This is an optimization exercise on Yosys and OpenROAD, whose aim is small area and a short achievable clock period, not a production implementation.
RTL that was checked went through simulation tests only; none was proved equivalent to the original.
Power and IR drop assume default switching activity.

Design PE, start of the top module:
module PE (
    input  wire               clk,
    input  wire               rst,
    input  wire               en,
    input  wire               mode_residual,
    input  wire signed [15:0] input_data,
    input  wire signed [15:0] weight_data,
    input  wire signed [15:0] residual_data,
    output reg  signed [15:0] output_data,
    output wire               input_sparse,
    output wire               weight_sparse,
    output wire               computation_skipped,
    output reg         [15:0] sparse_count,
    output reg         [15:0] total_count
);
    assign input_sparse  = (input_data[15:4] == 12'h000) |
                           ((input_data[15:4] == 12'hfff) & (input_data[3:0] != 4'h0));
    assign weight_sparse = (weight_data[15:4] == 12'h000) |
                           ((weight_data[15:4] == 12'hfff) & (weight_data[3:0] != 4'h0));
    assign computation_skipped = input_sparse | weight_sparse;
    wire mac = en & ~computation_skipped;
    reg  [15:0] acc_s;
    reg  [15:0] acc_c;
    reg         acc_x;
    wire pp_0_0;    
    nd2 u_pp0_0 (.a(input_data[0]), .b(weight_data[0]), .y(pp_0_0));
    wire pp_0_1;    
    nd2 u_pp0_1 (.a(input_data[0]), .b(weight_data[1]), .y(pp_0_1));
    wire pp_0_2;    
    nd2 u_pp0_2 (.a(input_data[0]), .b(weight_data[2]), .y(pp_0_2));
    wire pp_0_3;    
    nd2 u_pp0_3 (.a(input_data[0]), .b(weight_data[3]), .y(pp_0_3));
    wire pp_0_4;    
    nd2 u_pp0_4 (.a(input_data[0]), .b(weight_data[4]), .y(pp_0_4));
    wire pp_0_5;    
    nd2 u_pp0_5 (.a(input_data[0]), .b(weight_data[5]), .y(pp_0_5));
    wire pp_0_6;    
    nd2 u_pp0_6 (.a(input_data[0]), .b(weight_data[6]), .y(pp_0_6));
    wire pp_0_7;    
    nd2 u_pp0_7 (.a(input_data[0]), .b(weight_data[7]), .y(pp_0_7));
    wire pp_0_8;    
    nd2 u_pp0_8 (.a(input_data[0]), .b(weight_data[8]), .y(pp_0_8));
    wire pp_0_9;    
    nd2 u_pp0_9 (.a(input_data[0]), .b(weight_data[9]), .y(pp_0_9));
    wire pp_0_10;    
    nd2 u_pp0_10 (.a(input_data[0]), .b(weight_data[10]), .y(pp_0_10));
    wire pp_0_11;    
  ...
Size in the first run: ~7300 sq um of cells after synthesis.
==> flow/config.mk <==
export PLATFORM = sky130hd
export DESIGN_NAME = PE
export DESIGN_NICKNAME = PE
export VERILOG_FILES = /design/flow/design.v
export SDC_FILE = /design/flow/constraint.sdc
export NUM_CORES = 4
export LEC_CHECK = 0
export CAP_MARGIN = 20
export CORE_MARGIN = 2
export CORE_UTILIZATION = 40
export PLACE_DENSITY = 0.6
export SETUP_SLACK_MARGIN = 3.7
export SLEW_MARGIN = 20
export SYNTH_HIERARCHICAL = 1
export SYNTH_MINIMUM_KEEP_SIZE = 0
==> flow/constraint.sdc <==
create_clock -name core_clock -period 8.0 [get_ports {clk}]
set_input_delay 1.6000 -clock core_clock [delete_from_list [all_inputs] [get_ports {clk}]]
set_output_delay 1.6000 -clock core_clock [all_outputs]
set_load 0.01 [all_outputs]
standard.sh (not shown) runs the stock make flow with config.mk's settings and CLKGATE_MAP_FILE= SYNTH_SCRIPT=/design/flow/synth_recipe.tcl, a recipe that flattens the netlist after the stock synthesis.
==> flow/flow/run.sh <==
#!/bin/bash
# Standard ORFS layout with two changes:
#  - port buffers use the smallest buffer cell (buffer_ports' default pick is clkdlybuf4s50_1);
#  - after synthesis every combinational cell starts at drive strength 1 (flow/downsize.tcl),
#    and timing repair sizes up only what the timing needs.
set -euo pipefail
export BUFFER_PORTS_ARGS="-buffer_cell sky130_fd_sc_hd__buf_1"
export POST_SYNTH_TCL="$(pwd)/flow/downsize.tcl"
bash standard.sh finish > standard_flow.log 2>&1
==> flow/flow/downsize.tcl <==
# Sourced after the synthesized netlist is loaded (POST_SYNTH_TCL): set every
# combinational cell to its smallest (_1) drive strength; the later timing repair
# sizes up the cells that need it. Flip-flops are left as synthesis made them.
set db [ord::get_db]
set n 0
foreach inst [[ord::get_db_block] getInsts] {
  set m [[$inst getMaster] getName]
  if {[regexp {^(sky130_fd_sc_hd__[a-z0-9]+)_([0-9]+)$} $m -> base d]} {
    if {[string match "*__df*" $base] || [string match "*__dl*" $base] || [string match "*__sdf*" $base]} { continue }
    if {$d > 1} {
      set nm [$db findMaster ${base}_1]
      if {$nm ne "NULL" && $nm ne ""} { $inst swapMaster $nm; incr n }
    }
  }
}
puts "downsize.tcl: set $n cells to drive strength 1"
The baseline ran to the end with no violations.
==> next run, changes <==
--- a/flow/design.v
+++ b/flow/design.v
@@ -9,20 +9,22 @@
     output reg  signed [15:0] output_data,
     output wire               input_sparse,
     output wire               weight_sparse,
     output wire               computation_skipped,
     output reg         [15:0] sparse_count,
     output reg         [15:0] total_count
 );
-    assign input_sparse  = (input_data[15:4] == 12'h000) |
-                           ((input_data[15:4] == 12'hfff) & (input_data[3:0] != 4'h0));
-    assign weight_sparse = (weight_data[15:4] == 12'h000) |
-                           ((weight_data[15:4] == 12'hfff) & (weight_data[3:0] != 4'h0));
+    spdet u_isp (.x(input_data), .s(input_sparse));
+    spdet u_wsp (.x(weight_data), .s(weight_sparse));
     assign computation_skipped = input_sparse | weight_sparse;
-    wire mac = en & ~computation_skipped;
+    wire isp_c, wsp_c;
+    spdet u_isp_c (.x(input_data), .s(isp_c));
+    spdet u_wsp_c (.x(weight_data), .s(wsp_c));
+    wire skip = isp_c | wsp_c;
+    wire mac = en & ~skip;
     reg  [15:0] acc_s;
     reg  [15:0] acc_c;
     reg         acc_x;
     wire pp_0_0;    
     nd2 u_pp0_0 (.a(input_data[0]), .b(weight_data[0]), .y(pp_0_0));
     wire pp_0_1;    
     nd2 u_pp0_1 (.a(input_data[0]), .b(weight_data[1]), .y(pp_0_1));
@@ -716,15 +718,15 @@
             acc_c <= 16'd0;
             acc_x <= 1'b0;
             output_data <= 16'd0;
             sparse_count <= 16'd0;
             total_count <= 16'd0;
         end else begin
             total_count  <= total_count + {15'd0, en};
-            sparse_count <= sparse_count + {15'd0, en & computation_skipped};
+            sparse_count <= sparse_count + {15'd0, en & skip};
             acc_s <= acc_s_d;
             acc_c[6] <= acc_c_d[6];
             acc_c[7] <= acc_c_d[7];
             acc_c[8] <= acc_c_d[8];
             acc_c[9] <= acc_c_d[9];
             acc_c[10] <= acc_c_d[10];
             acc_c[11] <= acc_c_d[11];
@@ -753,13 +755,16 @@
 endmodule
 module or2m (input wire a, input wire b, output wire y);
     assign y = a | b;
 endmodule
 module nd2 (input wire a, input wire b, output wire y);
     assign y = ~(a & b);
 endmodule
+module spdet (input wire [15:0] x, output wire s);
+    assign s = (x[15:4] == 12'h000) | ((x[15:4] == 12'hfff) & (x[3:0] != 4'h0));
+endmodule
 module mx2 (input wire s, input wire a1, input wire a0, output wire y);
     assign y = s ? a1 : a0;
 endmodule
 module mx2i (input wire s, input wire a1, input wire a0, output wire y);
     assign y = ~(s ? a1 : a0);
 endmodule
What happened: The new run went through all stages and came out clean; utilization came out higher by 1.5 points; clock power came out higher by about 1%; via count came out higher by 4.8%; non-clock buffer count came out higher by 24; register-to-register slack degrades by 50 ps; power came out lower by 1.0%; hold slack improves by 4.5 ps; global-route usage came out higher by 0.46 points; sequential power is about the same; sequential cell count does not change; routed wire length came out higher by 6.7%; cell count came out higher by 3.8%; sequential share of layout area came out lower by 0.73 points.
The RTL of the second run of this note was laid out without a check of its function.

* * *

PE, a different RTL version from the one above (not shown whole).
Size in the first run: ~79 flip-flops.
==> flow/design.v (excerpt) <==
module PE (
    input  wire               clk,
    input  wire               rst,
    input  wire               en,
    input  wire               mode_residual,
    input  wire signed [15:0] input_data,
    input  wire signed [15:0] weight_data,
    input  wire signed [15:0] residual_data,
    output reg  signed [15:0] output_data,
    output wire               input_sparse,
    output wire               weight_sparse,
    output wire               computation_skipped,
    output reg         [15:0] sparse_count,
    output reg         [15:0] total_count
);
==> flow/config.mk <==
export PLATFORM = sky130hd
export DESIGN_NAME = PE
export DESIGN_NICKNAME = PE
export VERILOG_FILES = /design/flow/design.v
export SDC_FILE = /design/flow/constraint.sdc
export NUM_CORES = 4
export LEC_CHECK = 0
export CAP_MARGIN = 20
export CORE_MARGIN = 2
export CORE_UTILIZATION = 40
export PLACE_DENSITY = 0.6
export SETUP_SLACK_MARGIN = 3
export SLEW_MARGIN = 20
export SYNTH_HIERARCHICAL = 1
export SYNTH_MINIMUM_KEEP_SIZE = 0
==> flow/constraint.sdc <==
create_clock -name core_clock -period 8.0 [get_ports {clk}]
set_input_delay 1.6000 -clock core_clock [delete_from_list [all_inputs] [get_ports {clk}]]
set_output_delay 1.6000 -clock core_clock [all_outputs]
set_load 0.01 [all_outputs]
==> flow/flow/run.sh <==
#!/bin/bash
# Standard ORFS layout, with port buffers of the smallest buffer cell
# (instead of buffer_ports' default pick, clkdlybuf4s50_1).
set -euo pipefail
export BUFFER_PORTS_ARGS="-buffer_cell sky130_fd_sc_hd__buf_1"
bash standard.sh finish > standard_flow.log 2>&1
==> next run, changes <==
--- a/flow/design.v
+++ b/flow/design.v
@@ -340,32 +340,48 @@
     wire fs59, fc59;
     fa u_fa59 (.a(fs29), .b(fc44), .c(fs45), .s(fs59), .co(fc59));
     wire fs60, fc60;
     fa u_fa60 (.a(fs31), .b(fc45), .c(fs46), .s(fs60), .co(fc60));
     wire fs61, fc61;
     fa u_fa61 (.a(fs33), .b(fc46), .c(fs47), .s(fs61), .co(fc61));
     wire fs62, fc62;
     fa u_fa62 (.a(fc47), .b(fs48), .c(fs35), .s(fs62), .co(fc62));
-    wire x15_0 = acc_s[15] ^ bp_0_15;
-    wire x15_1 = bp_1_13 ^ bp_2_11;
-    wire x15_2 = bp_3_9 ^ bp_4_7;
-    wire x15_3 = bp_5_5 ^ bp_6_3;
-    wire x15_4 = bp_7_1 ^ x15_0;
-    wire x15_5 = x15_1 ^ x15_2;
-    wire x15_6 = x15_3 ^ fc0;
-    wire x15_7 = fc13 ^ fc14;
-    wire x15_8 = x15_4 ^ x15_5;
-    wire x15_9 = x15_6 ^ x15_7;
-    wire x15_10 = x15_8 ^ fc34;
-    wire x15_11 = x15_9 ^ fc15;
-    wire x15_12 = x15_10 ^ x15_11;
-    wire x15_13 = fc48 ^ x15_12;
-    wire x15_14 = fc35 ^ x15_13;
-    wire x15_15 = x15_14 ^ fc62;
+    wire x15_0;
+    xo2 u_x0 (.a(acc_s[15]), .b(bp_0_15), .y(x15_0));
+    wire x15_1;
+    xo2 u_x1 (.a(bp_1_13), .b(bp_2_11), .y(x15_1));
+    wire x15_2;
+    xo2 u_x2 (.a(bp_3_9), .b(bp_4_7), .y(x15_2));
+    wire x15_3;
+    xo2 u_x3 (.a(bp_5_5), .b(bp_6_3), .y(x15_3));
+    wire x15_4;
+    xo2 u_x4 (.a(bp_7_1), .b(x15_0), .y(x15_4));
+    wire x15_5;
+    xo2 u_x5 (.a(x15_1), .b(x15_2), .y(x15_5));
+    wire x15_6;
+    xo2 u_x6 (.a(x15_3), .b(fc0), .y(x15_6));
+    wire x15_7;
+    xo2 u_x7 (.a(fc13), .b(fc14), .y(x15_7));
+    wire x15_8;
+    xo2 u_x8 (.a(x15_4), .b(x15_5), .y(x15_8));
+    wire x15_9;
+    xo2 u_x9 (.a(x15_6), .b(x15_7), .y(x15_9));
+    wire x15_10;
+    xo2 u_x10 (.a(x15_8), .b(fc34), .y(x15_10));
+    wire x15_11;
+    xo2 u_x11 (.a(x15_9), .b(fc15), .y(x15_11));
+    wire x15_12;
+    xo2 u_x12 (.a(x15_10), .b(x15_11), .y(x15_12));
+    wire x15_13;
+    xo2 u_x13 (.a(fc48), .b(x15_12), .y(x15_13));
+    wire x15_14;
+    xo2 u_x14 (.a(fc35), .b(x15_13), .y(x15_14));
+    wire x15_15;
+    xo2 u_x15 (.a(x15_14), .b(fc62), .y(x15_15));
     wire [15:0] row0 = {x15_15, fc61, fc60, fc59, fc58, fc57, fc56, fc55, fc54, fc53, fc52, fc51, fc50, fc49, hc14, bp_0_0};
     wire [15:0] row1 = {1'b0, fs62, fs61, fs60, fs59, fs58, fs57, fs56, fs55, fs54, fs53, fs52, fs51, fs50, fs49, hs14};
     wire [15:0] res_g = residual_data & {16{mode_residual}};
     wire [15:0] out_s, out_c;
     assign out_c[0] = 1'b0;
     fa u_ofa0 (.a(acc_s[0]), .b(acc_c[0]), .c(res_g[0]), .s(out_s[0]), .co(out_c[1]));
     fa u_ofa1 (.a(acc_s[1]), .b(acc_c[1]), .c(res_g[1]), .s(out_s[1]), .co(out_c[2]));
     fa u_ofa2 (.a(acc_s[2]), .b(acc_c[2]), .c(res_g[2]), .s(out_s[2]), .co(out_c[3]));
@@ -414,15 +430,18 @@
             if (en) output_data <= out_nx;
         end
     end
 endmodule
 module fa (input wire a, input wire b, input wire c, output wire s, output wire co);
     assign s = a ^ b ^ c;
     assign co = (a & b) | (a & c) | (b & c);
 endmodule
+module xo2 (input wire a, input wire b, output wire y);
+    assign y = a ^ b;
+endmodule
 module ha (input wire a, input wire b, output wire s, output wire co);
     assign s = a ^ b;
     assign co = a & b;
 endmodule
 module bsel (input wire one, input wire two, input wire neg, input wire a1, input wire a0, output wire p);
     assign p = ((one & a1) | (two & a0)) ^ neg;
 endmodule
After rerunning:
- The new run produced a clean layout
- power drops by about 6%
- fmax climbs by about 1.2%
- cell count drops by about 0.8%
- worst setup slack is better by 0.059 ns
- routed wire length drops by 0.81%
- register-to-register slack is better by 0.43 ns
- non-clock buffer count drops by 10
- core utilization drops by 2.0 points
- via count drops by 1.6%
- hold slack is worse by 0.0034 ns
- area after synthesis is about the same
- global-route usage drops by 0.56 points
- final area drops by about 4%
No run of this note included a check of the RTL's function; only the layout flow was run.

[port drivers added, routing unchanged]
No port has a modelled driver above. Below, the same layouts with a new extraction and two added sets of constraints. Step 1 assumes that a clkbuf_16 drives the clock port and a buf_2 every other input. Step 2 adds t to the input delays and takes it off the output delays; t is the mean of the earliest and latest rising clock arrival at the registers after step 1. Input paths then give back, and output paths get back, about the clock's delay inside the block. Three values: ideal, step 1, step 2; two values: the first two.
run | t (ns) | setup WS [ns] | slew at the worst register clock pin (ns)
the first run of note 1 | 0.372 | 3.624 / 3.603 / 3.257 | 0.06 / 0.06
the second run of note 1 | 0.366 | 3.529 / 3.542 / 3.175 | 0.07 / 0.07
the first run of note 2 | 0.363 | 3.044 / 3.042 / 2.679 | 0.06 / 0.06
the second run of note 2 | 0.365 | 3.102 / 3.072 / 2.796 | 0.06 / 0.06
After both steps every run listed still meets setup and hold. For the first run of note 1, which loses most, drivers alone change the setup slack by -0.021 ns; drivers and shift together by -0.367 ns.
